This design comes from an exercise in tuning for small area and a short achievable clock period on the open sky130 flow, not from production work. In this exercise RTL edits were held to simulation tests only and were not proved equivalent to the original.

Setup of alpha:
Design gemm_arr, start of the top module:
module gemm_arr #(
    parameter ROWS = 4,
    parameter COLS = 4,
    parameter N_ROWS = 2,  
    parameter N_COLS = 2,  
    parameter DATA_WIDTH = 16,
    parameter FLAG_WIDTH = 4
) (
    input i_clk,
    input i_rst,
    input i_valid,
    input [COLS*DATA_WIDTH-1:0] i_data_w,
    input [ROWS*DATA_WIDTH-1:0] i_data_x,
    input [N_COLS-1:0] i_addr,
    output [ROWS*DATA_WIDTH-1:0] o_data_acc,  
    output [ROWS*FLAG_WIDTH-1:0] o_data_flag
);
Size: roughly 16000 cells after synthesis, ~210 I/O pins.
Settings: LEC_CHECK=0, CAP_MARGIN=20, CORE_MARGIN=2, CORE_UTILIZATION=55, PLACE_DENSITY=0.7, SETUP_SLACK_MARGIN=5, SLEW_MARGIN=20, TNS_END_PERCENT=10; clock period 16.0 ns.
run.sh (not shown) runs the stock make flow with config.mk's settings and CLKGATE_MAP_FILE= SYNTH_SCRIPT=/design/flow/synth_recipe.tcl, a recipe that flattens the netlist after the stock synthesis.
alpha completed end to end with timing, DRC and antenna clean.
### alpha -> beta
# alpha
export LEC_CHECK = 0
export CAP_MARGIN = 20
export CORE_MARGIN = 2
export CORE_UTILIZATION = 55
export PLACE_DENSITY = 0.7
export SETUP_SLACK_MARGIN = 5
export SLEW_MARGIN = 20
export TNS_END_PERCENT = 10
create_clock -name core_clock -period 16.0 [get_ports {i_clk}]
# beta
export LEC_CHECK = 0
export CAP_MARGIN = 20
export CORE_MARGIN = 2
export CORE_UTILIZATION = 40
export SETUP_SLACK_MARGIN = 5
export SLEW_MARGIN = 20
create_clock -name core_clock -period 16.0 [get_ports {i_clk}]
==> comparison <==
Normalized max-slew margin on beta is ahead of alpha. Area share of buffers outside the clock network delta (alpha -> beta): insignificant. alpha has higher slew of the pin with the lowest slew margin than beta. Number of cells on the critical path sits lower in beta than in alpha. Sort alpha and beta by non-clock buffer count, ascending, and alpha comes first. Die area | beta > alpha. Diff alpha -> beta | detailed placement HPWL | increase of 5.2%.
Input changes introduced in gamma (baseline for comparison: beta):
# beta
export LEC_CHECK = 0
export CAP_MARGIN = 20
export CORE_MARGIN = 2
export CORE_UTILIZATION = 40
export SETUP_SLACK_MARGIN = 5
export SLEW_MARGIN = 20
create_clock -name core_clock -period 16.0 [get_ports {i_clk}]
# gamma
export LEC_CHECK = 0
export ABC_AREA = 1
export CAP_MARGIN = 20
export CORE_MARGIN = 2
export CORE_UTILIZATION = 55
export PLACE_DENSITY = 0.7
export SETUP_SLACK_MARGIN = 5
export SLEW_MARGIN = 20
create_clock -name core_clock -period 16.0 [get_ports {i_clk}]
Findings:
- Mean instance size in the synthesized netlist, beta and gamma, higher one = beta.
- The total number of vias of gamma exceeds that of beta by 7844.
- Relative to beta, total wire length has decreased by 21 mm in gamma.
- On number of cells upsized or downsized after cts: between beta and gamma, it ends up lower for gamma.
- Between beta and gamma, critical path depth in cells is lower for beta, gamma comes in above that.
- Of beta and gamma, the higher core utilization of the finished layout belongs to gamma.
Changes in delta relative to gamma:
# gamma
export LEC_CHECK = 0
export ABC_AREA = 1
export CAP_MARGIN = 20
export CORE_MARGIN = 2
export CORE_UTILIZATION = 55
export PLACE_DENSITY = 0.7
export SETUP_SLACK_MARGIN = 5
export SLEW_MARGIN = 20
create_clock -name core_clock -period 16.0 [get_ports {i_clk}]
# delta
export LEC_CHECK = 0
export ABC_AREA = 1
export CAP_MARGIN = 20
export CORE_MARGIN = 2
export CORE_UTILIZATION = 55
export PLACE_DENSITY = 0.7
export SLEW_MARGIN = 20
create_clock -name core_clock -period 16.0 [get_ports {i_clk}]
==> flow/flow/run.sh (new file) <==
#!/bin/bash
set -euo pipefail
cd "$(dirname "${BASH_SOURCE[0]}")/.."
bash standard.sh SETUP_SLACK_MARGIN=8 finish > standard_flow.log 2>&1
==> flow/standard.sh (new file) <==
#!/bin/bash
# synth_recipe.tcl (not shown) runs the flow's synth.tcl, then flattens the netlist and writes it again
# the make line also repeats each setting of config.mk as NAME=value (left out here)
make -C /OpenROAD-flow-scripts/flow DESIGN_CONFIG=/design/flow/config.mk WORK_HOME=/design/flow/orfs CLKGATE_MAP_FILE= SYNTH_SCRIPT=/design/flow/synth_recipe.tcl "${@:-finish}"
removed: flow/run.sh
==> comparison <==
In delta, the global routing usage summed across all routing layers came out 3.0 points above the value in gamma.
Going from gamma to delta, met3 demand-to-capacity share in global routing has increased, clock-buffer cell count has increased, clock latency of the later-clocked register in the worst-skew pair has decreased.
delta supports a higher top clock frequency than gamma.
As far as total count of hold-check failures in the final report goes, delta and gamma are indistinguishable; the numbers are identical.
> inputs changed (delta -> epsilon)
==> flow/flow/run.sh <==
#!/bin/bash
set -euo pipefail
cd "$(dirname "${BASH_SOURCE[0]}")/.."
bash standard.sh SETUP_SLACK_MARGIN=6 finish > standard_flow.log 2>&1
Notes after the runs:
The routed wire length of epsilon falls short of that of delta by 53 mm. For the total stage count of the critical path, epsilon came in 36 lower than delta did. Delta (epsilon minus delta): global-route usage decreased 3.0 points, post-synthesis xor/xnor area fraction essentially unchanged, proportion of cell area occupied by registers increased 1.6 points. epsilon — normalized max-slew margin 8.2 points lower, delta as reference. On epsilon: worst setup slack after layout is 0.80 ns lower than what delta gave. The standard cells in epsilon occupy less silicon area than those in delta do.

* * *

## the reference run
gemm_arr again, from the RTL that the note above started with.
==> flow/design.v (excerpt) <==
module gemm_arr #(
    parameter ROWS = 4,
    parameter COLS = 4,
    parameter N_ROWS = 2,  
    parameter N_COLS = 2,  
    parameter DATA_WIDTH = 16,
    parameter FLAG_WIDTH = 4
) (
    input i_clk,
    input i_rst,
    input i_valid,
    input [COLS*DATA_WIDTH-1:0] i_data_w,
    input [ROWS*DATA_WIDTH-1:0] i_data_x,
    input [N_COLS-1:0] i_addr,
    output [ROWS*DATA_WIDTH-1:0] o_data_acc,  
    output [ROWS*FLAG_WIDTH-1:0] o_data_flag
);
    wire [DATA_WIDTH-1:0] conn_w [ROWS*COLS-1:0]; 
    wire [DATA_WIDTH-1:0] conn_x [ROWS*COLS-1:0];
    wire [ROWS*DATA_WIDTH-1:0] conn_acc [COLS-1:0];  
    wire [ROWS*3-1:0] conn_flag [COLS-1:0];    
    genvar i;
    genvar j;
    generate
        for(i=0; i<ROWS; i=i+1) begin
            for(j=0; j<COLS; j=j+1) begin
                if(i==0 && j==0) begin
                    gemm_pe #(.FAST(0)) m_pe (
                        .i_clk(i_clk),
                        .i_rst(i_rst),
                        .i_valid(i_valid),
                        .i_data_x(i_data_x[ROWS*DATA_WIDTH-1:(ROWS-1)*DATA_WIDTH]),  
                        .i_data_w(i_data_w[COLS*DATA_WIDTH-1:(COLS-1)*DATA_WIDTH]),  
                        .o_data_x(conn_x[0]),
                        .o_data_w(conn_w[0]),
                        .o_data_acc(conn_acc[0][ROWS*DATA_WIDTH-1:(ROWS-1)*DATA_WIDTH]),  
                        .o_flag_acc(conn_flag[0][ROWS*3-1:(ROWS-1)*3])
                    );
                end
                else if(i==0) begin
                    gemm_pe #(.FAST(0)) m_pe (
                        .i_clk(i_clk),
                        .i_rst(i_rst),
                        .i_valid(i_valid),
                        .i_data_x(conn_x[j-1]),
                        .i_data_w(i_data_w[(COLS-j)*DATA_WIDTH-1:(COLS-1-j)*DATA_WIDTH]),   
                        .o_data_x(conn_x[j]),
                        .o_data_w(conn_w[j]),
                        .o_data_acc(conn_acc[j][ROWS*DATA_WIDTH-1:(ROWS-1)*DATA_WIDTH]),
                        .o_flag_acc(conn_flag[j][ROWS*3-1:(ROWS-1)*3])
                    );
  ...
export LEC_CHECK = 0
export ABC_AREA = 1
export CAP_MARGIN = 20
export CORE_MARGIN = 2
export CORE_UTILIZATION = 55
export PLACE_DENSITY = 0.7
export SLEW_MARGIN = 20
create_clock -name core_clock -period 16.0 [get_ports {i_clk}]
standard.sh (not shown) runs the stock make flow with config.mk's settings and CLKGATE_MAP_FILE= SYNTH_SCRIPT=/design/flow/synth_recipe.tcl, a recipe that flattens the netlist after the stock synthesis.
==> flow/flow/run.sh <==
#!/bin/bash
set -euo pipefail
cd "$(dirname "${BASH_SOURCE[0]}")/.."
bash standard.sh SETUP_SLACK_MARGIN=7 finish > standard_flow.log 2>&1
The reference run: done, clean on timing, DRC and antenna
Here is what was changed in the inputs of the trial run compared with the reference run.
- an added SETUP_SLACK_MARGIN of 5
- a deleted ABC_AREA that had been 1
==> flow/run.sh (new file) <==
#!/bin/bash
# synth_recipe.tcl (not shown) runs the flow's synth.tcl, then flattens the netlist and writes it again
# the make line also repeats each setting of config.mk as NAME=value (left out here)
make -C /OpenROAD-flow-scripts/flow DESIGN_CONFIG=/design/flow/config.mk WORK_HOME=/design/flow/orfs CLKGATE_MAP_FILE= SYNTH_SCRIPT=/design/flow/synth_recipe.tcl finish
removed: flow/flow/run.sh
removed: flow/standard.sh
==> comparison <==
- Sequential share of layout area is higher on the trial run
- | non-clock buffer count | lower: the trial run |
- Cell area | the trial run vs the reference run | the trial run smaller
- Compared with the reference run, net count of the finished layout in the trial run decreased by more than 10%.
- The trial run vs. the reference run: total number of vias fell about 8%, area share of and/or/nand/nor cells after synthesis has decreased, die area -about 1.3%.
- The trial run: worst setup slack after layout lower than the reference run

==> separate check: timing with driven ports <==
In the flow no input, the clock included, has a driving cell. The finished layouts below were timed again as built, in two steps.
Step 1 assumes that a clkbuf_16 drives the clock port and a buf_2 every other input.
Step 2 also shifts input and output timing later by t, the mid clock arrival at the registers, as if the neighbouring blocks saw the same clock.
Slacks: ideal / step 1 / step 2; pairs: ideal / step 1.
run | t (ns) | setup slack, ns | hold slack, ns | clock arrival spread, ns
alpha | 0.854 | 5.306 / 5.336 / 4.528 | 0.472 / 0.472 / 0.472 | 0.025 / 0.026
beta | 0.964 | 5.291 / 5.202 / 4.631 | 0.477 / 0.477 / 0.477 | 0.055 / 0.055
gamma | 0.881 | 5.616 / 5.639 / 4.759 | 0.463 / 0.463 / 0.463 | 0.046 / 0.047
delta | 0.869 | 6.800 / 6.862 / 5.994 | 0.467 / 0.467 / 0.467 | 0.030 / 0.029
epsilon | 0.881 | 5.999 / 5.971 / 5.574 | 0.464 / 0.464 / 0.464 | 0.051 / 0.051
the reference run | 0.853 | 6.807 / 6.798 / 5.987 | 0.465 / 0.465 / 0.465 | 0.041 / 0.041
the trial run | 0.853 | 5.362 / 5.404 / 4.585 | 0.471 / 0.471 / 0.471 | 0.027 / 0.027
After both steps setup and hold are still met in every run listed. The setup slack of gamma, which loses most, moves by +0.023 ns with the drivers and by -0.857 ns with both steps.
